Context: an optimization exercise on an open-source flow, tuned for small area and a short achievable clock period. The choices shown serve that exercise and are no tape-out recipe. In this exercise RTL edits were held to simulation tests only and were not proved equivalent to the original. No activity file was given, so power comes from the tool's default toggle rates.

==> flow/flow/run.sh <==
#!/bin/bash
# Standard ORFS layout, with:
# - the port buffers made from the smallest buffer cell,
# - I/O pins on met3 (left/right) and met2 or met4 (top/bottom),
# - the pins of each multiplexed output bit kept together.
set -euo pipefail
export BUFFER_PORTS_ARGS="-buffer_cell sky130_fd_sc_hd__buf_1"
export IO_PLACER_H="met3"
export IO_PLACER_V="met2 met4"
export PLACE_PINS_ARGS="$(cat flow/pin_groups.txt)"
bash standard.sh > flow_make.log 2>&1
==> flow/flow/pin_groups.txt <==
-group_pins {HRDATAx0[0] HRDATAx1[0] HRDATAx2[0] HRDATAx3[0] HRDATAx4[0] HRDATAx5[0] HRDATAx6[0] HRDATA[0]} -group_pins {HADDRx0[0] HADDRx1[0] HADDRx2[0] HADDRx3[0] HADDR[0]} -group_pins {HWDATAx0[0] HWDATAx1[0] HWDATAx2[0] HWDATAx3[0] HWDATA[0]} -group_pins {HRDATAx0[1] HRDATAx1[1] HRDATAx2[1] HRDATAx3[1] HRDATAx4[1] HRDATAx5[1] HRDATAx6[1] HRDATA[1]} -group_pins {HADDRx0[1] HADDRx1[1] HADDRx2[1] HADDRx3[1] HADDR[1]} -group_pins {HWDATAx0[1] HWDATAx1[1] HWDATAx2[1] HWDATAx3[1] HWDATA[1]} -group_pins {HRDATAx0[2] HRDATAx1[2] HRDATAx2[2] HRDATAx3[2] HRDATAx4[2] HRDATAx5[2] HRDATAx6[2] HRDATA[2]} -group_pins {HADDRx0[2] HADDRx1[2] HADDRx2[2] HADDRx3[2] HADDR[2]} -group_pins {HWDATAx0[2] HWDATAx1[2] HWDATAx2[2] HWDATAx3[2] HWDATA[2]} -group_pins {HRDATAx0[3] HRDATAx1[3] HRDATAx2[3] HRDATAx3[3] HRDATAx4[3] HRDATAx5[3] HRDATAx6[3] HRDATA[3]} -group_pins {HADDRx0[3] HADDRx1[3] HADDRx2[3] HADDRx3[3] HADDR[3]} -group_pins {HWDATAx0[3] HWDATAx1[3] HWDATAx2[3] HWDATAx3[3] HWDATA[3]} -group_pins {HRDATAx0[4] HRDATAx1[4] HRDATAx2[4] HRDATAx3[4] HRDATAx4[4] HRDATAx5[4] HRDATAx6[4] HRDATA[4]} -group_pins {HADDRx0[4] HADDRx1[4] HADDRx2[4] HADDRx3[4] HADDR[4]} -group_pins {HWDATAx0[4] HWDATAx1[4] HWDATAx2[4] HWDATAx3[4] HWDATA[4]} -group_pins {HRDATAx0[5] HRDATAx1[5] HRDATAx2[5] HRDATAx3[5] HRDATAx4[5] HRDATAx5[5] HRDATAx6[5] HRDATA[5]} -group_pins {HADDRx0[5] HADDRx1[5] HADDRx2[5] HADDRx3[5] HADDR[5]} -group_pins {HWDATAx0[5] HWDATAx1[5] HWDATAx2[5] HWDATAx3[5] HWDATA[5]} -group_pins {HRDATAx0[6] HRDATAx1[6] HRDATAx2[6] HRDATAx3[6] HRDATAx4[6] HRDATAx5[6] HRDATAx6[6] HRDATA[6]} -group_pins {HADDRx0[6] HADDRx1[6] HADDRx2[6] HADDRx3[6] HADDR[6]} -group_pins {HWDATAx0[6] HWDATAx1[6] HWDATAx2[6] HWDATAx3[6] HWDATA[6]} -group_pins {HRDATAx0[7] HRDATAx1[7] HRDATAx2[7] HRDATAx3[7] HRDATAx4[7] HRDATAx5[7] HRDATAx6[7] HRDATA[7]} -group_pins {HADDRx0[7] HADDRx1[7] HADDRx2[7] HADDRx3[7] HADDR[7]} -group_pins {HWDATAx0[7] HWDATAx1[7] HWDATAx2[7] HWDATAx3[7] HWDATA[7]} -group_pins {HRDATAx0[8] HRDATAx1[8] HRDATAx2[8] HRDATAx3[8] HRDATAx4[8] HRDATAx5[8] HRDATAx6[8] HRDATA[8]} -group_pins {HADDRx0[8] HADDRx1[8] HADDRx2[8] HADDRx3[8] HADDR[8]} -group_pins {HWDATAx0[8] HWDATAx1[8] HWDATAx2[8] HWDATAx3[8] HWDATA[8]} -group_pins {HRDATAx0[9] HRDATAx1[9] HRDATAx2[9] HRDATAx3[9] HRDATAx4[9] HRDATAx5[9] HRDATAx6[9] HRDATA[9]} -group_pins {HADDRx0[9] HADDRx1[9] HADDRx2[9] HADDRx3[9] HADDR[9]} -group_pins {HWDATAx0[9] HWDATAx1[9] HWDATAx2[9] HWDATAx3[9] HWDATA[9]} -group_pins {HRDATAx0[10] HRDATAx1[10] HRDATAx2[10] HRDATAx3[10] HRDATAx4[10] HRDATAx5[10] HRDATAx6[10] HRDATA[10]} -group_pins {HADDRx0[10] HADDRx1[10] HADDRx2[10] HADDRx3[10] HADDR[10]} -group_pins {HWDATAx0[10] HWDATAx1[10] HWDATAx2[10] HWDATAx3[10] HWDATA[10]} -group_pins {HRDATAx0[11] HRDATAx1[11] HRDATAx2[11] HRDATAx3[11] HRDATAx4[11] HRDATAx5[11] HRDATAx6[11] HRDATA[11]} -group_pins {HADDRx0[11] HADDRx1[11] HADDRx2[11] HADDRx3[11] HADDR[11]} -group_pins {HWDATAx0[11] HWDATAx1[11] HWDATAx2[11] HWDATAx3[11] HWDATA[11]} -group_pins {HRDATAx0[12] HRDATAx1[12] HRDATAx2[12] HRDATAx3[12] HRDATAx4[12] HRDATAx5[12] HRDATAx6[12] HRDATA[12]} -group_pins {HADDRx0[12] HADDRx1[12] HADDRx2[12] HADDRx3[12] HADDR[12]} -group_pins {HWDATAx0[12] HWDATAx1[12] HWDATAx2[12] HWDATAx3[12] HWDATA[12]} -group_pins {HRDATAx0[13] HRDATAx1[13] HRDATAx2[13] HRDATAx3[13] HRDATAx4[13] HRDATAx5[13] HRDATAx6[13] HRDATA[13]} -group_pins {HADDRx0[13] HADDRx1[13] HADDRx2[13] HADDRx3[13] HADDR[13]} -group_pins {HWDATAx0[13] HWDATAx1[13] HWDATAx2[13] HWDATAx3[13] HWDATA[13]} -group_pins {HRDATAx0[14] HRDATAx1[14] HRDATAx2[14] HRDATAx3[14] HRDATAx4[14] HRDATAx5[14] HRDATAx6[14] HRDATA[14]} -group_pins {HADDRx0[14] HADDRx1[14] HADDRx2[14] HADDRx3[14] HADDR[14]} -group_pins {HWDATAx0[14] HWDATAx1[14] HWDATAx2[14] HWDATAx3[14] HWDATA[14]} -group_pins {HRDATAx0[15] HRDATAx1[15] HRDATAx2[15] HRDATAx3[15] HRDATAx4[15] HRDATAx5[15] HRDATAx6[15] HRDATA[15]} -group_pins {HADDRx0[15] HADDRx1[15] HADDRx2[15] HADDRx3[15] HADDR[15]} -group_pins {HWDATAx0[15] HWDATAx1[15] HWDATAx2[15] HWDATAx3[15] HWDATA[15]} -group_pins {HRDATAx0[16] HRDATAx1[16] HRDATAx2[16] HRDATAx3[16] HRDATAx4[16] HRDATAx5[16] HRDATAx6[16] HRDATA[16]} -group_pins {HADDRx0[16] HADDRx1[16] HADDRx2[16] HADDRx3[16] HADDR[16]} -group_pins {HWDATAx0[16] HWDATAx1[16] HWDATAx2[16] HWDATAx3[16] HWDATA[16]} -group_pins {HRDATAx0[17] HRDATAx1[17] HRDATAx2[17] HRDATAx3[17] HRDATAx4[17] HRDATAx5[17] HRDATAx6[17] HRDATA[17]} -group_pins {HADDRx0[17] HADDRx1[17] HADDRx2[17] HADDRx3[17] HADDR[17]} -group_pins {HWDATAx0[17] HWDATAx1[17] HWDATAx2[17] HWDATAx3[17] HWDATA[17]} -group_pins {HRDATAx0[18] HRDATAx1[18] HRDATAx2[18] HRDATAx3[18] HRDATAx4[18] HRDATAx5[18] HRDATAx6[18] HRDATA[18]} -group_pins {HADDRx0[18] HADDRx1[18] HADDRx2[18] HADDRx3[18] HADDR[18]} -group_pins {HWDATAx0[18] HWDATAx1[18] HWDATAx2[18] HWDATAx3[18] HWDATA[18]} -group_pins {HRDATAx0[19] HRDATAx1[19] HRDATAx2[19] HRDATAx3[19] HRDATAx4[19] HRDATAx5[19] HRDATAx6[19] HRDATA[19]} -group_pins {HADDRx0[19] HADDRx1[19] HADDRx2[19] HADDRx3[19] HADDR[19]} -group_pins {HWDATAx0[19] HWDATAx1[19] HWDATAx2[19] HWDATAx3[19] HWDATA[19]} -group_pins {HRDATAx0[20] HRDATAx1[20] HRDATAx2[20] HRDATAx3[20] HRDATAx4[20] HRDATAx5[20] HRDATAx6[20] HRDATA[20]} -group_pins {HADDRx0[20] HADDRx1[20] HADDRx2[20] HADDRx3[20] HADDR[20]} -group_pins {HWDATAx0[20] HWDATAx1[20] HWDATAx2[20] HWDATAx3[20] HWDATA[20]} -group_pins {HRDATAx0[21] HRDATAx1[21] HRDATAx2[21] HRDATAx3[21] HRDATAx4[21] HRDATAx5[21] HRDATAx6[21] HRDATA[21]} -group_pins {HADDRx0[21] HADDRx1[21] HADDRx2[21] HADDRx3[21] HADDR[21]} -group_pins {HWDATAx0[21] HWDATAx1[21] HWDATAx2[21] HWDATAx3[21] HWDATA[21]} -group_pins {HRDATAx0[22] HRDATAx1[22] HRDATAx2[22] HRDATAx3[22] HRDATAx4[22] HRDATAx5[22] HRDATAx6[22] HRDATA[22]} -group_pins {HADDRx0[22] HADDRx1[22] HADDRx2[22] HADDRx3[22] HADDR[22]} -group_pins {HWDATAx0[22] HWDATAx1[22] HWDATAx2[22] HWDATAx3[22] HWDATA[22]} -group_pins {HRDATAx0[23] HRDATAx1[23] HRDATAx2[23] HRDATAx3[23] HRDATAx4[23] HRDATAx5[23] HRDATAx6[23] HRDATA[23]} -group_pins {HADDRx0[23] HADDRx1[23] HADDRx2[23] HADDRx3[23] HADDR[23]} -group_pins {HWDATAx0[23] HWDATAx1[23] HWDATAx2[23] HWDATAx3[23] HWDATA[23]} -group_pins {HRDATAx0[24] HRDATAx1[24] HRDATAx2[24] HRDATAx3[24] HRDATAx4[24] HRDATAx5[24] HRDATAx6[24] HRDATA[24]} -group_pins {HADDRx0[24] HADDRx1[24] HADDRx2[24] HADDRx3[24] HADDR[24]} -group_pins {HWDATAx0[24] HWDATAx1[24] HWDATAx2[24] HWDATAx3[24] HWDATA[24]} -group_pins {HRDATAx0[25] HRDATAx1[25] HRDATAx2[25] HRDATAx3[25] HRDATAx4[25] HRDATAx5[25] HRDATAx6[25] HRDATA[25]} -group_pins {HADDRx0[25] HADDRx1[25] HADDRx2[25] HADDRx3[25] HADDR[25]} -group_pins {HWDATAx0[25] HWDATAx1[25] HWDATAx2[25] HWDATAx3[25] HWDATA[25]} -group_pins {HRDATAx0[26] HRDATAx1[26] HRDATAx2[26] HRDATAx3[26] HRDATAx4[26] HRDATAx5[26] HRDATAx6[26] HRDATA[26]} -group_pins {HADDRx0[26] HADDRx1[26] HADDRx2[26] HADDRx3[26] HADDR[26]} -group_pins {HWDATAx0[26] HWDATAx1[26] HWDATAx2[26] HWDATAx3[26] HWDATA[26]} -group_pins {HRDATAx0[27] HRDATAx1[27] HRDATAx2[27] HRDATAx3[27] HRDATAx4[27] HRDATAx5[27] HRDATAx6[27] HRDATA[27]} -group_pins {HADDRx0[27] HADDRx1[27] HADDRx2[27] HADDRx3[27] HADDR[27]} -group_pins {HWDATAx0[27] HWDATAx1[27] HWDATAx2[27] HWDATAx3[27] HWDATA[27]} -group_pins {HRDATAx0[28] HRDATAx1[28] HRDATAx2[28] HRDATAx3[28] HRDATAx4[28] HRDATAx5[28] HRDATAx6[28] HRDATA[28]} -group_pins {HADDRx0[28] HADDRx1[28] HADDRx2[28] HADDRx3[28] HADDR[28]} -group_pins {HWDATAx0[28] HWDATAx1[28] HWDATAx2[28] HWDATAx3[28] HWDATA[28]} -group_pins {HRDATAx0[29] HRDATAx1[29] HRDATAx2[29] HRDATAx3[29] HRDATAx4[29] HRDATAx5[29] HRDATAx6[29] HRDATA[29]} -group_pins {HADDRx0[29] HADDRx1[29] HADDRx2[29] HADDRx3[29] HADDR[29]} -group_pins {HWDATAx0[29] HWDATAx1[29] HWDATAx2[29] HWDATAx3[29] HWDATA[29]} -group_pins {HRDATAx0[30] HRDATAx1[30] HRDATAx2[30] HRDATAx3[30] HRDATAx4[30] HRDATAx5[30] HRDATAx6[30] HRDATA[30]} -group_pins {HADDRx0[30] HADDRx1[30] HADDRx2[30] HADDRx3[30] HADDR[30]} -group_pins {HWDATAx0[30] HWDATAx1[30] HWDATAx2[30] HWDATAx3[30] HWDATA[30]} -group_pins {HRDATAx0[31] HRDATAx1[31] HRDATAx2[31] HRDATAx3[31] HRDATAx4[31] HRDATAx5[31] HRDATAx6[31] HRDATA[31]} -group_pins {HADDRx0[31] HADDRx1[31] HADDRx2[31] HADDRx3[31] HADDR[31]} -group_pins {HWDATAx0[31] HWDATAx1[31] HWDATAx2[31] HWDATAx3[31] HWDATA[31]} -group_pins {HRESPx0[0] HRESPx1[0] HRESPx2[0] HRESPx3[0] HRESPx4[0] HRESPx5[0] HRESPx6[0] HRESP[0]} -group_pins {HTRANSx0[0] HTRANSx1[0] HTRANSx2[0] HTRANSx3[0] HTRANS[0]} -group_pins {HRESPx0[1] HRESPx1[1] HRESPx2[1] HRESPx3[1] HRESPx4[1] HRESPx5[1] HRESPx6[1] HRESP[1]} -group_pins {HTRANSx0[1] HTRANSx1[1] HTRANSx2[1] HTRANSx3[1] HTRANS[1]} -group_pins {HREADYx0 HREADYx1 HREADYx2 HREADYx3 HREADYx4 HREADYx5 HREADYx6 HREADY} -group_pins {HWRITEx0 HWRITEx1 HWRITEx2 HWRITEx3 HWRITE} -group_pins {HSIZEx0[0] HSIZEx1[0] HSIZEx2[0] HSIZEx3[0] HSIZE[0]} -group_pins {HBURSTx0[0] HBURSTx1[0] HBURSTx2[0] HBURSTx3[0] HBURST[0]} -group_pins {HSIZEx0[1] HSIZEx1[1] HSIZEx2[1] HSIZEx3[1] HSIZE[1]} -group_pins {HBURSTx0[1] HBURSTx1[1] HBURSTx2[1] HBURSTx3[1] HBURST[1]} -group_pins {HSIZEx0[2] HSIZEx1[2] HSIZEx2[2] HSIZEx3[2] HSIZE[2]} -group_pins {HBURSTx0[2] HBURSTx1[2] HBURSTx2[2] HBURSTx3[2] HBURST[2]}
==> flow/standard.sh <==
#!/bin/bash
# synth_recipe.tcl (not shown) runs the flow's synth.tcl, then flattens the netlist and writes it again
# the make line also repeats each setting of config.mk as NAME=value (left out here)
make -C /OpenROAD-flow-scripts/flow DESIGN_CONFIG=/design/flow/config.mk WORK_HOME=/design/flow/orfs CLKGATE_MAP_FILE= SYNTH_SCRIPT=/design/flow/synth_recipe.tcl "${@:-finish}"
==> flow/config.mk <==
export PLATFORM = sky130hd
export DESIGN_NAME = ahb_bus_matrix
export DESIGN_NICKNAME = ahb_bus_matrix
export VERILOG_FILES = /design/flow/design.v
export SDC_FILE = /design/flow/constraint.sdc
export NUM_CORES = 4
export LEC_CHECK = 0
export CAP_MARGIN = 20
export CORE_AREA = 4 4 156 156
export DIE_AREA = 0 0 160 160
export PLACE_DENSITY = 0.45
export SETUP_SLACK_MARGIN = 1.4
export SLEW_MARGIN = 20
==> flow/constraint.sdc <==
create_clock -name core_clock -period 4.0 [get_ports {HCLK}]
set_input_delay 0.8000 -clock core_clock [delete_from_list [all_inputs] [get_ports {HCLK}]]
set_output_delay 0.8000 -clock core_clock [all_outputs]
set_load 0.01 [all_outputs]
==> flow/design.v <==
module ahb_bus_matrix
(
  input HBUSREQx0,
  input HBUSREQx1,
  input HBUSREQx2,
  input HBUSREQx3,
  input HLOCKx0,
  input HLOCKx1,
  input HLOCKx2,
  input HLOCKx3,
  input [1:0] HTRANSx0,
  input [1:0] HTRANSx1,
  input [1:0] HTRANSx2,
  input [1:0] HTRANSx3,
  input [31:0] HADDRx0,
  input [31:0] HADDRx1,
  input [31:0] HADDRx2,
  input [31:0] HADDRx3,
  input HWRITEx0,
  input HWRITEx1,
  input HWRITEx2,
  input HWRITEx3,
  input [2:0] HSIZEx0,
  input [2:0] HSIZEx1,
  input [2:0] HSIZEx2,
  input [2:0] HSIZEx3,
  input [2:0] HBURSTx0,
  input [2:0] HBURSTx1,
  input [2:0] HBURSTx2,
  input [2:0] HBURSTx3,
  input [31:0] HWDATAx0,
  input [31:0] HWDATAx1,
  input [31:0] HWDATAx2,
  input [31:0] HWDATAx3,
  input HREADYx0,
  input HREADYx1,
  input HREADYx2,
  input HREADYx3,
  input HREADYx4,
  input HREADYx5,
  input HREADYx6,
  input [1:0] HRESPx0,
  input [1:0] HRESPx1,
  input [1:0] HRESPx2,
  input [1:0] HRESPx3,
  input [1:0] HRESPx4,
  input [1:0] HRESPx5,
  input [1:0] HRESPx6,
  input [31:0] HRDATAx0,
  input [31:0] HRDATAx1,
  input [31:0] HRDATAx2,
  input [31:0] HRDATAx3,
  input [31:0] HRDATAx4,
  input [31:0] HRDATAx5,
  input [31:0] HRDATAx6, 
  input [3:0] HSPLITx0,
  input [3:0] HSPLITx1,
  input [3:0] HSPLITx2,
  input [3:0] HSPLITx3,
  input [3:0] HSPLITx4,
  input [3:0] HSPLITx5,
  input [3:0] HSPLITx6,
  output HGRANTx0,
  output HGRANTx1,
  output HGRANTx2,
  output HGRANTx3,
  output HSELx0,
  output HSELx1,
  output HSELx2,
  output HSELx3,
  output HSELx4,
  output HSELx5,
  output HSELx6,
  input HRESETn,
  input HCLK,
  output [1:0] HTRANS,
  output [31:0] HADDR,
  output HWRITE,
  output [2:0] HSIZE,
  output [2:0] HBURST,
  output [31:0] HWDATA,
  output HREADY,
  output [1:0] HRESP,
  output [31:0] HRDATA,
  output [3:0] HMASTER,
  output HMASTLOCK
);
reg [1:0] grant_x;     
reg [3:0] hm_x;        
reg [1:0] hmd;         
reg       fixlen;      
reg       split_q;     
reg       retry_q;     
reg [5:0] count;       
reg [3:0] mask_n;      
wire [1:0] grant    = grant_x ^ 2'b01;
wire [3:0] hm_oh    = hm_x ^ 4'b0010;
wire [3:0] req_mask = ~mask_n;
wire a0 = hm_oh[0];
wire a1 = hm_oh[1];
wire a2 = hm_oh[2];
wire a3 = hm_oh[3];
assign HADDR  = ({32{a0}} & HADDRx0)  | ({32{a1}} & HADDRx1)  |
                ({32{a2}} & HADDRx2)  | ({32{a3}} & HADDRx3);
assign HWRITE = (a0 & HWRITEx0) | (a1 & HWRITEx1) |
                (a2 & HWRITEx2) | (a3 & HWRITEx3);
assign HTRANS = ({2{a0}} & HTRANSx0) | ({2{a1}} & HTRANSx1) |
                ({2{a2}} & HTRANSx2) | ({2{a3}} & HTRANSx3);
assign HSIZE  = ({3{a0}} & HSIZEx0)  | ({3{a1}} & HSIZEx1)  |
                ({3{a2}} & HSIZEx2)  | ({3{a3}} & HSIZEx3);
assign HBURST = ({3{a0}} & HBURSTx0) | ({3{a1}} & HBURSTx1) |
                ({3{a2}} & HBURSTx2) | ({3{a3}} & HBURSTx3);
wire [1:0] hm = {a2 | a3, a1 | a3};
wire d0 = (hmd == 2'd0);
wire d1 = (hmd == 2'd1);
wire d2 = (hmd == 2'd2);
wire d3 = (hmd == 2'd3);
assign HWDATA = ({32{d0}} & HWDATAx0) | ({32{d1}} & HWDATAx1) |
                ({32{d2}} & HWDATAx2) | ({32{d3}} & HWDATAx3);
function [6:0] dec;
  input [3:0] a;
  begin
    dec[0] = a[3] | (a[2:0] == 3'd0) | (a[2:0] == 3'd7);
    dec[1] = (a == 4'h1);
    dec[2] = (a == 4'h2);
    dec[3] = (a == 4'h3);
    dec[4] = (a == 4'h4);
    dec[5] = (a == 4'h5);
    dec[6] = (a == 4'h6);
  end
endfunction
wire [6:0] dm0 = dec(HADDRx0[31:28]);
wire [6:0] dm1 = dec(HADDRx1[31:28]);
wire [6:0] dm2 = dec(HADDRx2[31:28]);
wire [6:0] dm3 = dec(HADDRx3[31:28]);
wire [6:0] hsel = ({7{a0}} & dm0) | ({7{a1}} & dm1) |
                  ({7{a2}} & dm2) | ({7{a3}} & dm3);
assign {HSELx6, HSELx5, HSELx4, HSELx3, HSELx2, HSELx1, HSELx0} = hsel;
reg [6:0] ss_x;
wire [6:0] ss_oh = ss_x ^ 7'b0000001;
always @(posedge HCLK or negedge HRESETn) begin
  if (!HRESETn)     ss_x <= 7'd0;
  else if (HREADY)  ss_x <= hsel ^ 7'b0000001;
end
wire s0 = ss_oh[0];
wire s1 = ss_oh[1];
wire s2 = ss_oh[2];
wire s3 = ss_oh[3];
wire s4 = ss_oh[4];
wire s5 = ss_oh[5];
wire s6 = ss_oh[6];
assign HRDATA = ({32{s0}} & HRDATAx0) | ({32{s1}} & HRDATAx1) |
                ({32{s2}} & HRDATAx2) | ({32{s3}} & HRDATAx3) |
                ({32{s4}} & HRDATAx4) | ({32{s5}} & HRDATAx5) |
                ({32{s6}} & HRDATAx6);
assign HRESP  = ({2{s0}} & HRESPx0) | ({2{s1}} & HRESPx1) |
                ({2{s2}} & HRESPx2) | ({2{s3}} & HRESPx3) |
                ({2{s4}} & HRESPx4) | ({2{s5}} & HRESPx5) |
                ({2{s6}} & HRESPx6);
assign HREADY = (s0 & HREADYx0) | (s1 & HREADYx1) |
                (s2 & HREADYx2) | (s3 & HREADYx3) |
                (s4 & HREADYx4) | (s5 & HREADYx5) |
                (s6 & HREADYx6);
wire g0 = (grant == 2'd0);
wire g1 = (grant == 2'd1);
wire g2 = (grant == 2'd2);
wire g3 = (grant == 2'd3);
assign HGRANTx0 = g0;
assign HGRANTx1 = g1;
assign HGRANTx2 = g2;
assign HGRANTx3 = g3;
wire locked = (g0 & HLOCKx0) | (g1 & HLOCKx1) | (g2 & HLOCKx2) | (g3 & HLOCKx3);
assign HMASTLOCK = locked;
assign HMASTER   = {2'b00, hm};
wire busreq = (g0 & HBUSREQx0) | (g1 & HBUSREQx1) | (g2 & HBUSREQx2) | (g3 & HBUSREQx3);
wire t_idle   = (HTRANS == 2'b00);
wire t_busy   = (HTRANS == 2'b01);
wire t_nonseq = (HTRANS == 2'b10);
wire t_seq    = (HTRANS == 2'b11);
reg [5:0] next_count;
always @(*) begin
  case (HTRANS)
    2'b10: begin
      case (HBURST)
        3'b000: next_count = HREADY ? 6'h0 : 6'h1;
        3'b001:   next_count = 6'h20;
        3'b010,
        3'b011:  next_count = HREADY ? 6'h3 : 6'h4;
        3'b100,
        3'b101:  next_count = HREADY ? 6'h7 : 6'h8;
        default:        next_count = HREADY ? 6'hf : 6'h10;
      endcase
    end
    2'b01: next_count = count;
    2'b00: next_count = 6'h0;
    default:      next_count = (HREADY && !count[5]) ? count - 6'd1 : count;
  endcase
end
always @(posedge HCLK or negedge HRESETn) begin
  if (!HRESETn) count <= 6'h0;
  else          count <= next_count;
end
wire cnt_le1 = t_nonseq ? (HBURST == 3'b000) :
               (t_seq && HREADY && !count[5]) ? (count[5:2] == 4'd0 && count[1:0] != 2'd0 && count[1:0] != 2'd3) :
               (count[5:1] == 5'd0);
wire degrant = !busreq | t_idle | (fixlen & !locked & cnt_le1) | split_q | retry_q;
wire resp_split = (HRESP == 2'b11);
wire to_dummy = (locked & resp_split) |
                (g1 & resp_split & !HBUSREQx2 & !HBUSREQx3) |
                (req_mask == 4'b0);
wire [1:0] next_grant = (HBUSREQx3 & req_mask[3]) ? 2'd3 :
                        (HBUSREQx2 & req_mask[2]) ? 2'd2 : 2'd1;
always @(posedge HCLK or negedge HRESETn) begin
  if (!HRESETn)      grant_x <= 2'd0;
  else if (to_dummy) grant_x <= 2'd0 ^ 2'b01;
  else if (degrant)  grant_x <= next_grant ^ 2'b01;
end
wire [3:0] grant_oh = {g3, g2, g1, g0};
always @(posedge HCLK or negedge HRESETn) begin
  if (!HRESETn) begin
    hm_x <= 4'd0;
    hmd  <= 2'd0;
  end else if (HREADY) begin
    hm_x <= grant_oh ^ 4'b0010;
    hmd  <= hm;
  end
end
always @(posedge HCLK or negedge HRESETn) begin
  if (!HRESETn) begin
    fixlen  <= 1'b0;
    split_q <= 1'b0;
    retry_q <= 1'b0;
  end else begin
    fixlen  <= (HBURST != 3'b001);
    split_q <= resp_split;
    retry_q <= (HRESP == 2'b10);
  end
end
wire [3:0] hsplit = HSPLITx0 | HSPLITx1 | HSPLITx2 | HSPLITx3 |
                    HSPLITx4 | HSPLITx5 | HSPLITx6;
always @(posedge HCLK or negedge HRESETn) begin
  if (!HRESETn) mask_n <= 4'b0000;
  else          mask_n <= ~((req_mask | hsplit) & ~({4{split_q}} & hm_oh));
end
endmodule
==> results of run 1 <==
[layout by cell type, fill, tap and decap left out, types with 4 or more instances in the layout]
cell type / count
a21oi_1: 7
a221o_1: 40
a222oi_1: 34
a22o_1: 44
a22oi_1: 71
a31oi_1: 4
buf_1: 675
buf_2: 12
buf_4: 34
buf_6: 5
clkbuf_16: 4
clkbuf_2: 7
dfrtp_1: 19
dfrtp_2: 4
dfrtp_4: 5
inv_1: 6
mux2_2: 6
mux4_2: 33
nand2_1: 15
nand2b_1: 7
nand3_1: 40
nor2_1: 21
nor2b_1: 7
nor3_1: 8
nor3b_2: 4
nor4_1: 5
nor4b_1: 5
o21ai_0: 5
[kinds of logic (layout without fill, tap and decap cells)]
group	count (synthesis)	count (layout)
muxes	43	43
adders and majority gates	2	2
AOI/OAI and AO/OA	224	224
and+or+nand+nor	145	145
other	1	2
buffers and inverters	69	750
DFF	28	28
xor gates and xnor gates	5	5
[worst max-delay path, delay by kind of cell]
family,cells,cell delay (ns)
buffers and inverters,2,0.36
AOI/OAI and AO/OA,1,0.11
and+or+nand+nor,2,0.56
[registers in the layout, summed over array words and instances (netlist names)]
register and cells:
fixlen 1, hm_x 4, hmd 2, grant_x 2
mask_n 4, ss_x 7, count 6, split_q 1
retry_q 1
[where the power goes]
| part | switching [mW] | internal (mW) | total, mW | leakage, nW |
|---|---|---|---|---|
| clock | 0.109 | 0.200 | 0.309 | 0.0511 |
| sequential | 0.208 | 0.419 | 0.627 | 0.341 |
| combinational | 2.31 | 1.85 | 4.17 | 2.37 |
[through the flow]
step           std cells  cell area, µm²  power (mW)
3_3_place_gp        1457            7540        4.52
4_1_cts             1473            7890        5.03
5_1_grt             1484            8080        5.52
3_5_place_dp        1457            7540        4.50
6_report            1484            8080        5.10
2_1_floorplan        518            4660        3.12
[layer usage]
layer / routed length (µm) / vias up
met1: 10700 / 3608
met5: 0 / -
met3: 2200 / 214
met4: 2060 / 0
met2: 16300 / 506
li1: - / 3620
[path summary, 6_finish.rpt]
kind,startpoint,endpoint,slack (ns),depth (start not counted)
worst max-delay path,HADDRx3[31],HSELx4,1.37,5
worst min-delay path,hmd[1],hmd[1],0.52,1
worst max register to register,ss_x[3],grant_x[0],1.65,6
worst min register to register,hmd[1],hmd[1],0.52,1
max in group asynchronous,HRESETn,hm_x[3],2.81,1
min in group asynchronous,HRESETn,count[3],0.60,1
[cell type report]
type | count | area, µm² | area share (%)
well taps | 285 | 357 | 4.42
clock buffers | 3 | 75.1 | 0.930
repair buffers | 737 | 3030 | 37.5
inverters | 9 | 38.8 | 0.480
flip-flops and latches | 28 | 724 | 8.97
multi-input cells | 421 | 3820 | 47.3
clock inverters | 1 | 30.0 | 0.372
[repair_timing]
| item | 4_1_cts | 5_1_grt |
|---|---|---|
| buffers inserted | 12 | 10 |
| setup endpoints to repair | 104 | 30 |
| pin swaps | 6 | 6 |
| gates cloned | 0 | 1 |
| hold buffers | 0 | 0 |
| resized for setup | 47 | 22 |
==> impl_metrics.csv, run 1 <==
group,metric,value,unit
status,status,"timing/DRC/antenna clean",
die,coreArea,22700,µm²
yosys,ys_ff_latch,28,
timing,tightest_slew,0.794,ns
timing,rsz0062_at_grt,"true",
clock_tree,cts_tree,"yes",
die,dieWidth,160,µm
power_and_ir_drop,cellLeakagePower,2.77,nW
die,io_pins,699,
critical_path,arrival,1.83,ns
clock_tree,clk_latency,0.27,ns
final_layout,fillerInstances,2517,
place,port_buffers,696,
grt,gr-usage-met2,40.0,%
yosys,synth.avg_cell_area,9.00,µm²
drt,final_antenna_net_count,0,
timing,timing.final.crit_share,65.7,%
timing,fmaxAchievable,380,MHz
clock_tree,cts_buffers,3,
critical_path,crit_slowest_cell,"nor4_1",
grt,antenna_found_initial,2,
yosys,yosys.area_share.simple,17.2,%
drt,vias_per_cell,5.36,
clock_tree,cts.sinks,28,
grt,met1_usage,23.5,%
yosys,synth_xor_area_share,0.941,%
timing,finClkSkew,0.00585,ns
place,place_congestion,0.951,
die,row_count,55,
clock_tree,root_buffer,"clkbuf_16",
yosys,synth_area_leaders,"mux4_2 16%, dfrtp_1 15%, a22oi_1 12%",
timing,tns,0,ns
die,die_y,160,µm
clock_tree,clkSlewWorstSetupHoldPaths,0.08,ns
critical_path,cp-end-kind,"output pin",
worst_hold_path,hp-class,"reg2reg",
timing,fin_hold_ws,0.515,ns
critical_path,critPathKind,"in2out",
yosys,yosys.area.top_type,"mux4_2",
yosys,synth_compound_area_share,41.5,%
power_and_ir_drop,vdd_drop_max,200,µV
critical_path,cp.required,3.20,ns
yosys,synth_top_family_by_area,"compound AO/OA/AOI/OAI gates",
yosys,synth_enable_flop_cells,0,
final_layout,syn2layout_area_growth,73.6,%
place,pre_cts_ws,1.19,ns
final_layout,final_core_util,35.6,%
final_layout,n_antenna_cell,0,
yosys,muxShareOfSynthArea,18.7,%
yosys,synth_ff_type,"dfrtp_1",
die,start_util,20.5,%
grt,grt_start_max_net_pins,44,
clock_tree,cts_buffer_depth,2,
timing,setup_ws,1.37,ns
grt,overflow,0,
yosys,synth.most_common_cell,"a22oi_1",
yosys,syn-cell-area,4650,µm²
job,maxCapViolCount,0,
grt,busiest_layer,"met2",
yosys,async_flop_share,100,%
critical_path,critPathMaxStageDelay,0.43,ns
grt,grt_pass1_vias,8200,
drt,wl,31.3,mm
timing,finalSetupViolations,0,
critical_path,start_kind,"primary input",
clock_tree,htree_levels,1,
drt,drc_errors,0,
grt,use_met3,4.26,%
die,die_area,25600,µm²
grt,track_usage,21.7,%
critical_path,worstPathMaxFanout,6,
yosys,synth_cells,517,
yosys,yosys.area.top_type_share,16.0,%
power_and_ir_drop,p_per_area,632,nW/µm²
yosys,yosysWarnings,1,
timing,max_slew_margin,47.1,%
drt,drtPass1Iterations,7,
final_layout,layout.nets,1777,
timing,slew_violations,0,
yosys,synth_cell_types,61,
place,dp_hpwl,25.1,mm
drt,num_vias,7948,
drt,drtIter0Drc,533,
grt,grt_pass1_wl,44.4,mm
final_layout,drive_gt1_share,12.4,%
yosys,ys_top_cells_by_count,"72 x a22oi_1, 44 x a22o_1, 42 x clkbuf_1",
yosys,yosysSeqAreaShare,15.1,%
critical_path,worstPathCellList,"buf_1, nor4_1, a21oi_1, nand2_1, clkbuf_2",
timing,hold_violations,0,
drt,drt-wirelength-per-cell,21.1,µm
yosys,synth-adder-area-share,0.538,%
timing,fin_crit,2.63,ns
==> run 2: changes to the inputs <==
--- a/flow/config.mk
+++ b/flow/config.mk
@@ -7,7 +7,8 @@
 export LEC_CHECK = 0
 export CAP_MARGIN = 20
 export CORE_AREA = 4 4 156 156
+export CTS_CLUSTER_DIAMETER = 150
+export CTS_CLUSTER_SIZE = 30
 export DIE_AREA = 0 0 160 160
-export PLACE_DENSITY = 0.45
 export SETUP_SLACK_MARGIN = 1.4
 export SLEW_MARGIN = 20
==> impl_metrics.csv, run 2 <==
group,metric,value,unit
status,status,"timing/DRC/antenna clean",
drt,drc_errors,0,
final_layout,final_common_cell,"buf_1",
final_layout,layout.nets,1779,
critical_path,cp-end-kind,"output pin",
drt,drtIter0Drc,551,
yosys,ys_top_cells_by_count,"72 x a22oi_1, 44 x a22o_1, 42 x clkbuf_1",
timing,tightest_slew,0.841,ns
place,pre_cts_ws,1.06,ns
place,place_area,7540,µm²
drt,wl,29.6,mm
timing,max_slew_margin,43.9,%
final_layout,layout_common_cells,"675 x buf_1, 72 x a22oi_1, 44 x a22o_1",
timing,tns,0,ns
timing,hold_violations,0,
yosys,synth_cell_types,61,
clock_tree,cts_buffers,3,
final_layout,drive_gt1_share,12.0,%
timing,finalSetupViolations,0,
grt,use_met3,5.34,%
timing,setup_ws,1.45,ns
die,die_y,160,µm
final_layout,design_area,8010,µm²
yosys,yosysSeqAreaShare,15.1,%
critical_path,worstPathCellList,"buf_2, and3_1, o31ai_1, o2111ai_2, buf_2",
clock_tree,clk_latency,0.27,ns
critical_path,crit_slowest_cell,"o31ai_1",
die,die_area,25600,µm²
grt,overflow,0,
grt,grt_pass1_vias,8451,
clock_tree,clkSlewWorstSetupHoldPaths,0.08,ns
final_layout,largest_reg_flops,7,
yosys,synth_cells,517,
timing,slew_violations,0,
final_layout,syn2layout_area_growth,72.1,%
drt,num_vias,8009,
timing,rsz0062_at_grt,"true",
critical_path,critPathKind,"in2out",
critical_path,cp_num_buf_inv,2,
grt,antenna_found_initial,3,
yosys,yosys.area.top_type,"mux4_2",
critical_path,cp_common_cell,"buf_2",
yosys,synth.most_common_cell,"a22oi_1",
critical_path,cp.depth,5,
drt,drt-wirelength-per-cell,19.9,µm
yosys,ys_ff_latch,28,
place,port_buffers,696,
power_and_ir_drop,p_per_area,639,nW/µm²
drt,final_antenna_net_count,0,
critical_path,worstPathMaxFanout,8,
timing,timing.final.crit_share,63.8,%
yosys,synth_enable_flop_cells,0,
clock_tree,cts_tree,"yes",
final_layout,largest_register,"ss_x",
clock_tree,root_buffer,"clkbuf_16",
clock_tree,htree_levels,1,
critical_path,arrival,1.75,ns
drt,drtPass1Iterations,6,
power_and_ir_drop,vdd_drop_max,221,µV
grt,met1_usage,22.1,%
critical_path,cp.required,3.20,ns
critical_path,start_kind,"primary input",
clock_tree,cts.sinks,28,
job,maxCapViolCount,0,
drt,vias_per_cell,5.38,
yosys,syn-cell-area,4650,µm²
yosys,synth.avg_cell_area,9.00,µm²
place,dp_hpwl,24.6,mm
timing,fin_crit,2.55,ns
final_layout,reg_top3,"ss_x (7), count (6)",
die,start_util,20.5,%
grt,gr-usage-met2,37.5,%
critical_path,critPathMaxStageDelay,0.23,ns
yosys,synth_area_leaders,"mux4_2 16%, dfrtp_1 15%, a22oi_1 12%",
power_and_ir_drop,cellLeakagePower,2.76,nW
die,io_pins,699,
grt,grt_pass1_wl,43.1,mm
worst_hold_path,hp-class,"in2async",
grt,track_usage,20.7,%
critical_path,path_delay_family,"compound AO/OA/AOI/OAI gates",
yosys,yosysWarnings,1,
yosys,yosys.area.top_type_share,16.0,%
yosys,async_flop_share,100,%
clock_tree,cts_buffer_depth,2,
place,place_congestion,0.963,
grt,grt_start_max_net_pins,36,
timing,finClkSkew,0.00473,ns
grt,busiest_layer,"met2",
die,row_count,55,
die,coreArea,22700,µm²
critical_path,reg2reg_depth,7,
yosys,synth_ff_type,"dfrtp_1",
timing,fmaxAchievable,392,MHz
die,dieWidth,160,µm
[run 2: cell counts after synthesis]
Identical to the previous run, type by type.
[run 2: logic make-up (layout without fill, tap and decap cells)]
group	after synthesis	count (layout)	share of synthesized area, %
AO/OA/AOI/OAI	224	224	41.5
AND/OR/NAND/NOR	145	145	17.2
buffers and inverters	69	752	5.86
multiplexers	43	43	18.7
flip-flops	28	28	15.1
XOR/XNOR	5	5	0.941
adder cells (fa/ha/maj)	2	2	0.538
other	1	5	0.0806
[run 2: power breakdown]
part | switching [mW] | internal (mW) | leakage (nW)
logic | 2.28 | 1.86 | 2.37
registers | 0.243 | 0.419 | 0.341
clock network | 0.117 | 0.200 | 0.0511
[run 2: routing by layer]
| layer | vias to the layer above | routed length (µm) |
|---|---|---|
| li1 | 3629 | - |
| met1 | 3617 | 10400 |
| met2 | 534 | 15000 |
| met3 | 227 | 2270 |
| met4 | 2 | 1820 |
| met5 | - | 104 |
[run 2: worst paths after layout]
kind,from,endpoint,slack (ns)
worst max-delay path,HADDRx3[28],HSELx0,1.45
worst min-delay path,HRESETn,count[2],0.62
worst max register to register,hm_x[3],grant_x[0],1.64
min in group core_clock,count[4],count[4],0.62
worst min register to register,count[4],count[4],0.62
max in group asynchronous,HRESETn,hm_x[0],2.77
[run 2: worst register-to-register path: cells and delay by family (launching register included)]
family	cells	cell delay, ns
compound gates	3	0.77
flops	1	0.56
simple gates	2	0.44
mux	1	0.32
buf+inv	1	0.17
[run 2: repair_timing]
action / CTS / global route
setup buffers: 8 / 15
hold buffers: 0 / 0
cloned: 1 / 0
endpoints found under the setup margin: 110 / 27
resized for setup: 31 / 17
pin swaps: 4 / 4
[run 2: cell type report]
type	count	area (µm²)
diodes	3	7.51
fillers	2509	14700
repair inverters	1	7.51
flip-flops and latches	28	724
clock buffers	3	75.1
well taps	285	357
inverters	9	42.5
repair buffers	738	3020
multi-input cells	421	3740
clock inverters	1	30.0
[run 2: stage by stage]
| stage | power [mW] | util (%) | hold WS, ns | cells |
|---|---|---|---|---|
| 3_5_place_dp | 4.49 | 33.2 | 0.517 | 1458 |
| 6_report | 5.12 | 35.3 | 0.617 | 1489 |
| 3_3_place_gp | 4.45 | 33.2 | 0.505 | 1458 |
| 4_1_cts | 5.00 | 34.4 | 0.619 | 1471 |
| 5_1_grt | 5.53 | 35.3 | 0.647 | 1489 |
| 2_1_floorplan | 3.12 | - | 0.479 | 518 |
==> run 3: changes to the inputs <==
--- a/flow/config.mk
+++ b/flow/config.mk
@@ -6,9 +6,7 @@
 export NUM_CORES = 4
 export LEC_CHECK = 0
 export CAP_MARGIN = 20
-export CORE_AREA = 4 4 156 156
-export CTS_CLUSTER_DIAMETER = 150
-export CTS_CLUSTER_SIZE = 30
-export DIE_AREA = 0 0 160 160
+export CORE_AREA = 4 4 146 146
+export DIE_AREA = 0 0 150 150
 export SETUP_SLACK_MARGIN = 1.4
 export SLEW_MARGIN = 20
==> impl_metrics.csv, run 3 <==
group,metric,value,unit
status,firstError,"[ERROR PPL-0024] Number of IO pins (699) exceeds maximum number of available positions (694). Increase the die perimeter from 600.00um to 1286.16um.",
yosys,yosys.area_share.simple,17.2,%
status,status,"did not finish",
yosys,yosysWarnings,1,
yosys,synth_ff_type,"dfrtp_1",
yosys,synth.most_common_cell,"a22oi_1",
yosys,synth-adder-area-share,0.538,%
yosys,synth_compound_area_share,41.5,%
yosys,synth_xor_area_share,0.941,%
yosys,synth.avg_cell_area,9.00,µm²
yosys,yosys.area.top_type_share,16.0,%
yosys,async_flop_share,100,%
die,row_count,51,
status,haltStage,"I/O pin placement",
yosys,yosys.area.top_type,"mux4_2",
die,dieWidth,150,µm
yosys,ys_top_cells_by_count,"72 x a22oi_1, 44 x a22o_1, 42 x clkbuf_1",
yosys,synth_enable_flop_cells,0,
yosys,synth_cell_types,61,
die,start_util,23.7,%
yosys,muxShareOfSynthArea,18.7,%
yosys,synth_area_leaders,"mux4_2 16%, dfrtp_1 15%, a22oi_1 12%",
yosys,syn-cell-area,4650,µm²
yosys,synth_top_family_by_area,"compound AO/OA/AOI/OAI gates",
yosys,yosysSeqAreaShare,15.1,%
yosys,synth_cells,517,
yosys,ys_ff_latch,28,
die,die_y,150,µm
run 3: cell families after synthesis:
logic type	count (synthesis)
adders and majority gates	2
buffers and inverters	69
muxes	43
and+or+nand+nor	145
other	1
AOI/OAI and AO/OA	224
DFF	28
xor gates and xnor gates	5
==> run 4: changes to the inputs <==
--- a/flow/config.mk
+++ b/flow/config.mk
@@ -6,7 +6,7 @@
 export NUM_CORES = 4
 export LEC_CHECK = 0
 export CAP_MARGIN = 20
-export CORE_AREA = 4 4 146 146
-export DIE_AREA = 0 0 150 150
+export CORE_AREA = 4 4 171 171
+export DIE_AREA = 0 0 175 175
 export SETUP_SLACK_MARGIN = 1.4
 export SLEW_MARGIN = 20
==> impl_metrics.csv, run 4 <==
group,metric,value,unit
final_layout,final_common_cell,"buf_1",
yosys,synth_cells,517,
clock_tree,clkSlewWorstSetupHoldPaths,0.09,ns
critical_path,arrival,1.79,ns
final_layout,layout_common_cells,"677 x buf_1, 72 x a22oi_1, 44 x a22o_1",
yosys,ys_ff_latch,28,
final_layout,reg_top3,"ss_x (7), count (6)",
drt,vias_per_cell,5.03,
timing,tightest_slew,0.953,ns
critical_path,start_kind,"primary input",
yosys,yosysWarnings,1,
yosys,synth_top_family_by_area,"compound AO/OA/AOI/OAI gates",
yosys,yosys.area.top_type_share,16.0,%
critical_path,cp.required,3.20,ns
yosys,synth_xor_area_share,0.941,%
clock_tree,clk_latency,0.28,ns
power_and_ir_drop,p_per_area,631,nW/µm²
die,start_util,17.1,%
final_layout,drive_gt1_share,11.9,%
die,die_y,175,µm
grt,grt_start_max_net_pins,36,
yosys,yosysSeqAreaShare,15.1,%
clock_tree,cts_buffer_depth,2,
timing,slew_violations,0,
power_and_ir_drop,p_total,5.13,mW
critical_path,critPathMaxStageDelay,0.29,ns
power_and_ir_drop,vdd_drop_max,250,µV
clock_tree,cts.sinks,28,
place,port_buffers,696,
critical_path,cp_common_cell,"clkbuf_2",
clock_tree,cts_buffers,3,
clock_tree,cts_tree,"yes",
yosys,async_flop_share,100,%
yosys,synth.most_common_cell,"a22oi_1",
yosys,synth-adder-area-share,0.538,%
clock_tree,holdBufCountCts,0,
drt,wl,29.9,mm
timing,fmaxAchievable,386,MHz
drt,drtPass1Iterations,10,
yosys,synth_area_leaders,"mux4_2 16%, dfrtp_1 15%, a22oi_1 12%",
drt,drtIter0Drc,543,
timing,finClkSkew,0.0115,ns
grt,grt_pass1_wl,42.9,mm
status,status,"timing/DRC/antenna clean",
final_layout,layout.nets,1778,
drt,drt-wirelength-per-cell,19.0,µm
power_and_ir_drop,cellLeakagePower,2.77,nW
yosys,synth_compound_area_share,41.5,%
yosys,muxShareOfSynthArea,18.7,%
die,coreArea,27200,µm²
critical_path,cp-end-kind,"output pin",
final_layout,syn2layout_area_growth,74.9,%
grt,antenna_found_initial,1,
final_layout,largest_reg_flops,7,
die,row_count,60,
drt,drc_errors,0,
timing,finalSetupViolations,0,
clock_tree,htree_levels,1,
die,dieWidth,175,µm
timing,max_slew_margin,35.9,%
clock_tree,root_buffer,"clkbuf_16",
timing,rsz0062_at_grt,"true",
critical_path,path_delay_family,"simple AND/OR/NAND/NOR gates",
die,io_pins,699,
worst_hold_path,hp-class,"in2async",
final_layout,largest_register,"ss_x",
grt,grt_pass1_vias,8298,
timing,tns,0,ns
grt,track_usage,17.3,%
timing,hold_violations,0,
die,die_area,30600,µm²
yosys,synth_cell_types,61,
place,place_congestion,0.828,
timing,timing.final.crit_share,64.8,%
drt,final_antenna_net_count,0,
yosys,synth_enable_flop_cells,0,
yosys,yosys.area_share.simple,17.2,%
job,maxCapViolCount,0,
yosys,ys_top_cells_by_count,"72 x a22oi_1, 44 x a22o_1, 42 x clkbuf_1",
yosys,yosys.area.top_type,"mux4_2",
place,dp_hpwl,24.5,mm
timing,fin_crit,2.59,ns
yosys,synth_ff_type,"dfrtp_1",
yosys,syn-cell-area,4650,µm²
critical_path,worstPathCellList,"clkbuf_2, nor3b_2, nand3_1, nand4_1, clkbuf_2",
yosys,synth.avg_cell_area,9.00,µm²
grt,overflow,0,
critical_path,crit_slowest_cell,"nor3b_2",
critical_path,worstPathMaxFanout,4,
critical_path,critPathKind,"in2out",
drt,num_vias,7915,
critical_path,cp_num_buf_inv,2,
-- run 4: worst paths after layout --
| path | startpoint | to | slack [ns] | cells after the start |
|---|---|---|---|---|
| worst min register to register | count[4] | count[4] | 0.62 | 2 |
| max in group asynchronous | HRESETn | hm_x[3] | 2.76 | 1 |
| worst max register to register | ss_x[2] | grant_x[0] | 1.66 | 8 |
| min in group core_clock | count[4] | count[4] | 0.62 | 2 |
| worst min-delay path | HRESETn | count[2] | 0.61 | 1 |
| worst max-delay path | HADDRx2[31] | HSELx3 | 1.41 | 5 |
-- run 4: power by group --
part / total, mW / switching, mW / internal [mW]
clock network: 0.320 / 0.120 / 0.200
registers: 0.718 / 0.296 / 0.422
logic: 4.10 / 2.24 / 1.86
total: 5.13 / 2.65 / 2.48
-- run 4: layout make-up --
type | count | area, µm²
clock inverter | 1 | 30.0
inverter | 9 | 45.0
multi-input combinational | 421 | 3750
sequential | 28 | 728
timing repair buffer | 737 | 3040
timing repair inverter | 1 | 7.51
tap | 372 | 465
clock buffer | 3 | 75.1
antenna | 1 | 2.50
fill | 3023 | 19000
-- run 4: per-layer routing --
layer  GRT usage (%)  vias to the layer above  part of all wire (%)
met5               0                        -                     0
met4            4.81                        0                   3.9
met3            5.45                      184                   9.3
met2            32.1                      520                    52
met1            19.1                     3586                    35
li1                -                     3625                     -
-- run 4: logic make-up (layout without fill, tap and decap cells) --
logic type	Yosys count	in the layout
muxes	43	43
DFF	28	28
AOI/OAI and AO/OA	224	224
adders and majority gates	2	2
buffers and inverters	69	751
other	1	3
xor gates and xnor gates	5	5
and+or+nand+nor	145	145
-- run 4: worst reg2reg max path: cells and delay by family (launching register included) --
kind,cells,cell delay [ns]
muxes,1,0.31
and+or+nand+nor,1,0.17
buffers and inverters,2,0.47
AOI/OAI and AO/OA,4,0.86
DFF,1,0.42
-- run 4: stage by stage --
stage / hold WS, ns / cells / setup WS, ns / area [µm²] / utilization, %
after global placement: 0.501 / 1544 / 0.978 / 7650 / 28.1
after detailed placement: 0.523 / 1544 / 0.975 / 7650 / 28.2
after global routing: 0.668 / 1572 / 1.35 / 8140 / 29.9
after floorplan: 0.479 / 518 / 1.42 / 4660 / -
final: 0.608 / 1573 / 1.41 / 8140 / 29.9
after CTS: 0.627 / 1564 / 1.15 / 8000 / 29.4
-- run 4: repair_timing --
item,CTS,global route
pin swaps,3,5
endpoints found under the setup margin,113,42
buffers inserted,14,8
cloned,2,0
resized for setup,25,29
==> run 5: changes to the inputs <==
--- a/flow/config.mk
+++ b/flow/config.mk
@@ -6,7 +6,7 @@
 export NUM_CORES = 4
 export LEC_CHECK = 0
 export CAP_MARGIN = 20
-export CORE_AREA = 4 4 171 171
-export DIE_AREA = 0 0 175 175
+export CORE_AREA = 4 4 161 161
+export DIE_AREA = 0 0 165 165
 export SETUP_SLACK_MARGIN = 1.4
 export SLEW_MARGIN = 20
==> impl_metrics.csv, run 5 <==
group,metric,value,unit
yosys,synth_ff_type,"dfrtp_1",
place,port_buffers,696,
critical_path,cp-end-kind,"output pin",
grt,antenna_found_initial,1,
critical_path,path_delay_family,"simple AND/OR/NAND/NOR gates",
drt,num_vias,8097,
final_layout,final_common_cell,"buf_1",
grt,overflow,0,
power_and_ir_drop,vdd_drop_max,270,µV
drt,routed-wl-met3,2.13,mm
drt,drtPass1Iterations,8,
yosys,syn-cell-area,4650,µm²
drt,drtIter0Drc,804,
yosys,async_flop_share,100,%
critical_path,cp_num_buf_inv,2,
yosys,ys_top_cells_by_count,"72 x a22oi_1, 44 x a22o_1, 42 x clkbuf_1",
place,pre_cts_ws,0.997,ns
status,status,"timing/DRC/antenna clean",
drt,final_antenna_net_count,0,
critical_path,arrival,1.78,ns
timing,max_slew_margin,28.5,%
die,coreArea,24300,µm²
grt,track_usage,18.6,%
timing,rsz0062_at_grt,"true",
yosys,synth_cells,517,
critical_path,critPathMaxStageDelay,0.25,ns
final_layout,reg_top3,"ss_x (7), count (6)",
drt,drt-wirelength-per-cell,19.7,µm
yosys,synth.avg_cell_area,9.00,µm²
yosys,synth.most_common_cell,"a22oi_1",
grt,grt_pass1_wl,40.1,mm
critical_path,worstPathCellList,"clkbuf_4, nand3b_1, nor3b_2, a21oi_1, nand2_1, buf_2",
power_and_ir_drop,p_total,5.08,mW
worst_hold_path,hp-class,"in2async",
die,dieWidth,165,µm
critical_path,start_kind,"primary input",
drt,vias_per_cell,5.32,
timing,slew_violations,0,
yosys,synth_enable_flop_cells,0,
final_layout,layout.nets,1774,
job,maxCapViolCount,0,
timing,finalSetupViolations,0,
final_layout,fillerInstances,2625,
die,start_util,19.1,%
drt,top_layer,"met4",
yosys,synth_area_leaders,"mux4_2 16%, dfrtp_1 15%, a22oi_1 12%",
timing,tightest_slew,1.06,ns
place,dp_cells,1492,
final_layout,layout_common_cells,"675 x buf_1, 72 x a22oi_1, 44 x a22o_1",
grt,grt_pass1_vias,7786,
final_layout,largest_register,"ss_x",
die,die_y,165,µm
place,place_congestion,0.870,
timing,fmaxAchievable,388,MHz
power_and_ir_drop,cellLeakagePower,2.74,nW
final_layout,drive_gt1_share,11.9,%
clock_tree,cts_buffer_depth,2,
yosys,ys_ff_latch,28,
clock_tree,clk_latency,0.27,ns
timing,setup_ws,1.42,ns
final_layout,design_area,8040,µm²
die,io_pins,699,
yosys,synth_cell_types,61,
die,row_count,57,
power_and_ir_drop,p_per_area,632,nW/µm²
clock_tree,cts_buffers,3,
critical_path,cp.required,3.20,ns
final_layout,final_core_util,33.1,%
clock_tree,htree_levels,1,
final_layout,layoutNonFillerInstCount,1521,
critical_path,crit_slowest_cell,"nand3b_1",
yosys,yosys.area.top_type,"mux4_2",
drt,drc_errors,0,
clock_tree,clkSlewWorstSetupHoldPaths,0.08,ns
critical_path,worstPathMaxFanout,4,
timing,timing.final.crit_share,64.4,%
die,die_area,27200,µm²
timing,tns,0,ns
yosys,yosysWarnings,1,
clock_tree,cts.sinks,28,
yosys,yosys.area.top_type_share,16.0,%
clock_tree,holdBufCountCts,0,
drt,wl,30.0,mm
drt,wl_met2,15.4,mm
critical_path,critPathKind,"in2out",
timing,hold_violations,0,
grt,grt_start_max_net_pins,40,
drt,met1_length,10.9,mm
timing,finClkSkew,0.00586,ns
timing,fin_crit,2.58,ns
place,place_area,7550,µm²
final_layout,syn2layout_area_growth,72.7,%
yosys,yosysSeqAreaShare,15.1,%
place,dp_hpwl,24.2,mm
clock_tree,root_buffer,"clkbuf_16",
clock_tree,cts_tree,"yes",
timing,fin_hold_ws,0.599,ns
final_layout,largest_reg_flops,7,
-- run 5: cell count changes in the layout (fill, tap and decap cells not counted), sizes merged --
cell,previous run,this run
clkbuf,15,10
buf,724,726
bufbuf,1,0
clkinv,0,1
inv,8,7
-- run 5: power by group --
part           switching (mW)  total [mW]  internal, mW  leakage (nW)
registers               0.249       0.670         0.421         0.340
clock network           0.108       0.308         0.200        0.0511
logic                    2.26        4.10          1.84          2.35
-- run 5: routing by layer --
metal | GRT usage [%] | up-vias
met2 | 33.6 | 581
met1 | 21.4 | 3674
met5 | 0 | -
li1 | - | 3615
met4 | 7.60 | 0
met3 | 3.54 | 227
-- run 5: area by class of cell --
cell class,instances,area (µm²),share of cell area [%]
antenna,1,2.50,0.0311
clock buffer,3,75.1,0.934
clock inverter,1,30.0,0.374
inverter,9,42.5,0.529
multi-input combinational,421,3740,46.6
sequential,28,728,9.06
tap,324,405,5.04
timing repair buffer,733,3000,37.3
timing repair inverter,1,7.51,0.0934
-- run 5: cells by family (layout without fill, tap and decap cells) --
kind of cell / Yosys count / count (layout) / share of synthesized area, %
AND/OR/NAND/NOR: 145 / 145 / 17.2
adder cells (fa/ha/maj): 2 / 2 / 0.538
XOR/XNOR: 5 / 5 / 0.941
AO/OA/AOI/OAI: 224 / 224 / 41.5
buffers and inverters: 69 / 747 / 5.86
flip-flops: 28 / 28 / 15.1
other: 1 / 3 / 0.0806
multiplexers: 43 / 43 / 18.7
-- run 5: timing repair --
item | 4_1_cts | 5_1_grt
cloned | 1 | 0
setup endpoints to repair | 124 | 56
pin swaps | 4 | 5
resized for setup | 37 | 24
setup buffers | 9 | 14
-- run 5: path summary, 6_finish.rpt --
check	start	endpoint	slack (ns)	cells after the start
max in group asynchronous	HRESETn	ss_x[6]	2.81	1
setup reg to reg	hm_x[2]	grant_x[0]	1.63	7
setup / recovery	HADDRx2[31]	HSELx5	1.42	6
min in group core_clock	ss_x[6]	ss_x[6]	0.61	1
hold reg to reg	ss_x[6]	ss_x[6]	0.61	1
hold / removal	HRESETn	count[3]	0.60	1
==> run 6: changes to the inputs <==
==> flow/flow/run.sh (replaced) <==
#!/bin/bash
# Standard ORFS layout, with:
# - the port buffers made from the smallest buffer cell,
# - I/O pins on met3 (left/right) and met2 or met4 (top/bottom),
# - the pins of each multiplexed output bit kept together,
# - a fanout limit for repair_design, so high-fanout selects get buffer trees.
set -euo pipefail
export BUFFER_PORTS_ARGS="-buffer_cell sky130_fd_sc_hd__buf_1"
export IO_PLACER_H="met3"
export IO_PLACER_V="met2 met4"
export PLACE_PINS_ARGS="$(cat flow/pin_groups.txt)"
export PRE_RESIZE_TCL="$PWD/flow/pre_resize.tcl"
bash standard.sh > flow_make.log 2>&1
==> flow/flow/pre_resize.tcl (new file) <==
# Layout directive for repair_design: buffer nets with many loads (the
# multiplexer selects) into trees instead of driving them from one cell.
set_max_fanout 10 [current_design]
--- a/flow/config.mk
+++ b/flow/config.mk
@@ -6,7 +6,7 @@
 export NUM_CORES = 4
 export LEC_CHECK = 0
 export CAP_MARGIN = 20
-export CORE_AREA = 4 4 161 161
-export DIE_AREA = 0 0 165 165
-export SETUP_SLACK_MARGIN = 1.4
+export CORE_AREA = 4 4 156 156
+export DIE_AREA = 0 0 160 160
+export SETUP_SLACK_MARGIN = 1.3
 export SLEW_MARGIN = 20
==> impl_metrics.csv, run 6 <==
group,metric,value,unit
final_layout,layoutNonFillerInstCount,1542,
timing,tightest_slew,0.616,ns
grt,track_usage,21.9,%
timing,finalSetupViolations,0,
die,dieWidth,160,µm
clock_tree,cts_tree,"yes",
clock_tree,cts.sinks,28,
critical_path,cp.required,3.20,ns
drt,drt-wirelength-per-cell,20.3,µm
place,place_congestion,0.963,
final_layout,layout_common_cells,"664 x buf_1, 72 x a22oi_1, 47 x buf_4",
place,dp_hpwl,27.2,mm
final_layout,seqCellArea,707,µm²
drt,final_antenna_net_count,0,
yosys,yosysSeqAreaShare,15.1,%
clock_tree,root_buffer,"clkbuf_16",
timing,fin_hold_ws,0.588,ns
timing,timing.final.crit_share,67.1,%
grt,grt_start_max_net_pins,17,
clock_tree,holdBufCountCts,0,
timing,finClkSkew,0.00600,ns
yosys,yosys.area.top_type,"mux4_2",
critical_path,start_kind,"flop",
clock_tree,cts_buffers,3,
final_layout,reg_top3,"ss_x (7), count (6)",
drt,drtPass1Iterations,9,
critical_path,startpoint,"hm_x[2]",
die,die_area,25600,µm²
power_and_ir_drop,sw_frac_of_total,50.7,%
power_and_ir_drop,p_total,5.46,mW
power_and_ir_drop,p_comb_share,84.4,%
power_and_ir_drop,p_per_area,651,nW/µm²
final_layout,largest_reg_flops,7,
final_layout,largest_register,"ss_x",
timing,rsz0062_at_grt,"true",
final_layout,layout.nets,1831,
final_layout,syn2layout_area_growth,80.2,%
power_and_ir_drop,p_sw,2.76,mW
timing,tns,0,ns
timing,fmaxAchievable,372,MHz
yosys,async_flop_share,100,%
yosys,synth_ff_type,"dfrtp_1",
grt,antenna_found_initial,5,
final_layout,drive_gt1_share,15.0,%
yosys,ys_ff_latch,28,
drt,routed-wl-met3,2.65,mm
yosys,ys_top_cells_by_count,"72 x a22oi_1, 44 x a22o_1, 42 x clkbuf_1",
drt,drtIter0Drc,708,
timing,slew_violations,0,
yosys,yosys.area.top_type_share,16.0,%
worst_hold_path,hp-class,"reg2reg",
yosys,synth.avg_cell_area,9.00,µm²
yosys,synth_enable_flop_cells,0,
drt,drc_errors,0,
die,io_pins,699,
power_and_ir_drop,internal_power,2.69,mW
grt,overflow,0,
die,row_count,55,
critical_path,critPathKind,"reg2out",
power_and_ir_drop,p_clk_share,5.8,%
critical_path,crit_path_end,"HADDR[28]",
status,status,"timing/DRC/antenna clean",
critical_path,arrival,1.89,ns
place,dp_cells,1515,
final_layout,design_area,8380,µm²
place,place_area,8110,µm²
die,die_y,160,µm
timing,max_slew_margin,58.9,%
final_layout,fillerInstances,2469,
drt,num_vias,8338,
grt,grt_pass1_vias,8712,
yosys,syn-cell-area,4650,µm²
drt,wl,31.4,mm
critical_path,reg2reg_to,"count[3]",
drt,top_layer,"met5",
clock_tree,clkSlewWorstSetupHoldPaths,0.08,ns
yosys,synth_cell_types,61,
timing,fin_crit,2.69,ns
power_and_ir_drop,pwr-share-seq,9.8,%
drt,vias_per_cell,5.41,
critical_path,cp-end-kind,"output pin",
job,maxCapViolCount,0,
critical_path,reg2reg_from,"ss_x[0]",
drt,wl_met2,15.7,mm
yosys,synth_area_leaders,"mux4_2 16%, dfrtp_1 15%, a22oi_1 12%",
drt,met1_length,11.0,mm
grt,grt_pass1_wl,45.2,mm
power_and_ir_drop,vdd_drop_max,237,µV
place,port_buffers,696,
critical_path,worstPathMaxFanout,7,
timing,hold_violations,0,
final_layout,multi_input_area,3730,µm²
critical_path,rrSetupSlack,1.39,ns
yosys,synth_cells,517,
worst_hold_path,worstHoldStart,"hm_x[0]",
clock_tree,cts_buffer_depth,2,
clock_tree,clk_latency,0.27,ns
clock_tree,htree_levels,1,
yosys,synth.most_common_cell,"a22oi_1",
yosys,yosysWarnings,1,
critical_path,reg2reg_depth,13,
die,start_util,20.5,%
power_and_ir_drop,cellLeakagePower,3.07,nW
die,coreArea,22700,µm²
final_layout,final_common_cell,"buf_1",
==> run 6: cell counts after synthesis <==
Identical to the previous run, type by type.
==> run 6: kinds of logic after synthesis <==
family,after synthesis,share of synthesized area [%]
fa+ha+maj,2,0.538
xor+xnor,5,0.941
simple gates,145,17.2
compound gates,224,41.5
other cells,1,0.0806
buf+inv,69,5.86
mux,43,18.7
flops,28,15.1
==> run 6: power by group through the flow <==
stage | Sequential [mW] | Clock (mW) | Combinational, mW
detailed placement | 0.557 | 0 | 4.45
floorplan | 0.467 | 0 | 2.65
finish | 0.535 | 0.317 | 4.61
global placement | 0.782 | 0 | 3.67
CTS | 0.536 | 0.335 | 4.54
global route | 0.552 | 0.343 | 4.96
==> run 6: worst min-delay path by stage <==
stage	end	slack [ns]	cells after the start
after floorplan	ss_x[0]	0.48	2
after detailed placement	ss_x[0]	0.52	2
after global placement	ss_x[0]	0.50	2
after global routing	hm_x[0]	0.62	1
after CTS	ss_x[0]	0.53	2
final	hm_x[0]	0.59	1
==> run 6: stage by stage <==
step / setup WS (ns) / utilization [%]
after detailed placement: -1.74 / 35.7
final: 1.31 / 36.9
after global placement: 1.06 / 33.2
after floorplan: 1.42 / -
after CTS: 1.29 / 36.7
after global routing: 1.26 / 36.9
==> run 6: final cells by class <==
type,count,share of cell area [%]
multi-input combinational,421,44.5
timing repair buffer,791,41.1
sequential,28,8.43
tap,285,4.25
clock buffer,3,0.895
inverter,9,0.403
clock inverter,1,0.358
antenna,4,0.119
==> run 6: what timing repair did <==
item | 4_1_cts | 5_1_grt
pin swaps | 11 | 12
buffers inserted | 15 | 3
endpoints found under the setup margin | 149 | 91
cloned | 1 | 0
gates resized for setup | 253 | 65
==> run 6: critical path, cell delays in order (launching register included) <==
cell	delay, ns
dfrtp_2	0.40
buf_6	0.12
buf_8	0.12
buf_6	0.11
buf_8	0.13
buf_8	0.13
a22o_1	0.20
a221o_1	0.26
buf_2	0.15
==> run 6: metal layers <==
| layer | GRT usage, % | vias to the layer above |
|---|---|---|
| li1 | - | 3744 |
| met1 | 23.7 | 3770 |
| met2 | 39.7 | 595 |
| met3 | 5.45 | 227 |
| met4 | 10.1 | 2 |
| met5 | 3.41 | - |

[afterwards: timing with drivers on the ports]
Ports are ideal in the flow. The routed layouts listed here were re-timed in OpenROAD.
Step 1 sets driving cells, clkbuf_16 on the clock port and buf_2 on the other inputs (assumed; they add their load-dependent delay and slew).
Step 2 moves the port delays by t, midway between the first and last clock arrival at a register: inputs arrive t later, outputs are due t later. That takes back most of the time a late clock gives input paths.
Slacks: ideal ports / drivers / drivers and shift; pairs: ideal ports / drivers.
| run | t (ns) | slack for setup (ns) | latest minus earliest clock arrival (ns) | cell pins on the clock port's net |
|---|---|---|---|---|
| run 1 | 0.298 | 1.371 / 1.335 / 1.318 | 0.007 / 0.007 | 1 |
| run 2 | 0.304 | 1.449 / 1.399 / 1.399 | 0.005 / 0.005 | 1 |
| run 4 | 0.307 | 1.409 / 1.347 / 1.347 | 0.012 / 0.011 | 1 |
| run 5 | 0.304 | 1.424 / 1.387 / 1.387 | 0.006 / 0.006 | 1 |
| run 6 | 0.304 | 1.315 / 1.282 / 1.222 | 0.006 / 0.006 | 1 |
After both steps setup and hold are still met in every run listed. For run 6, which loses most, drivers alone change the setup slack by -0.033 ns; drivers and shift together by -0.093 ns.
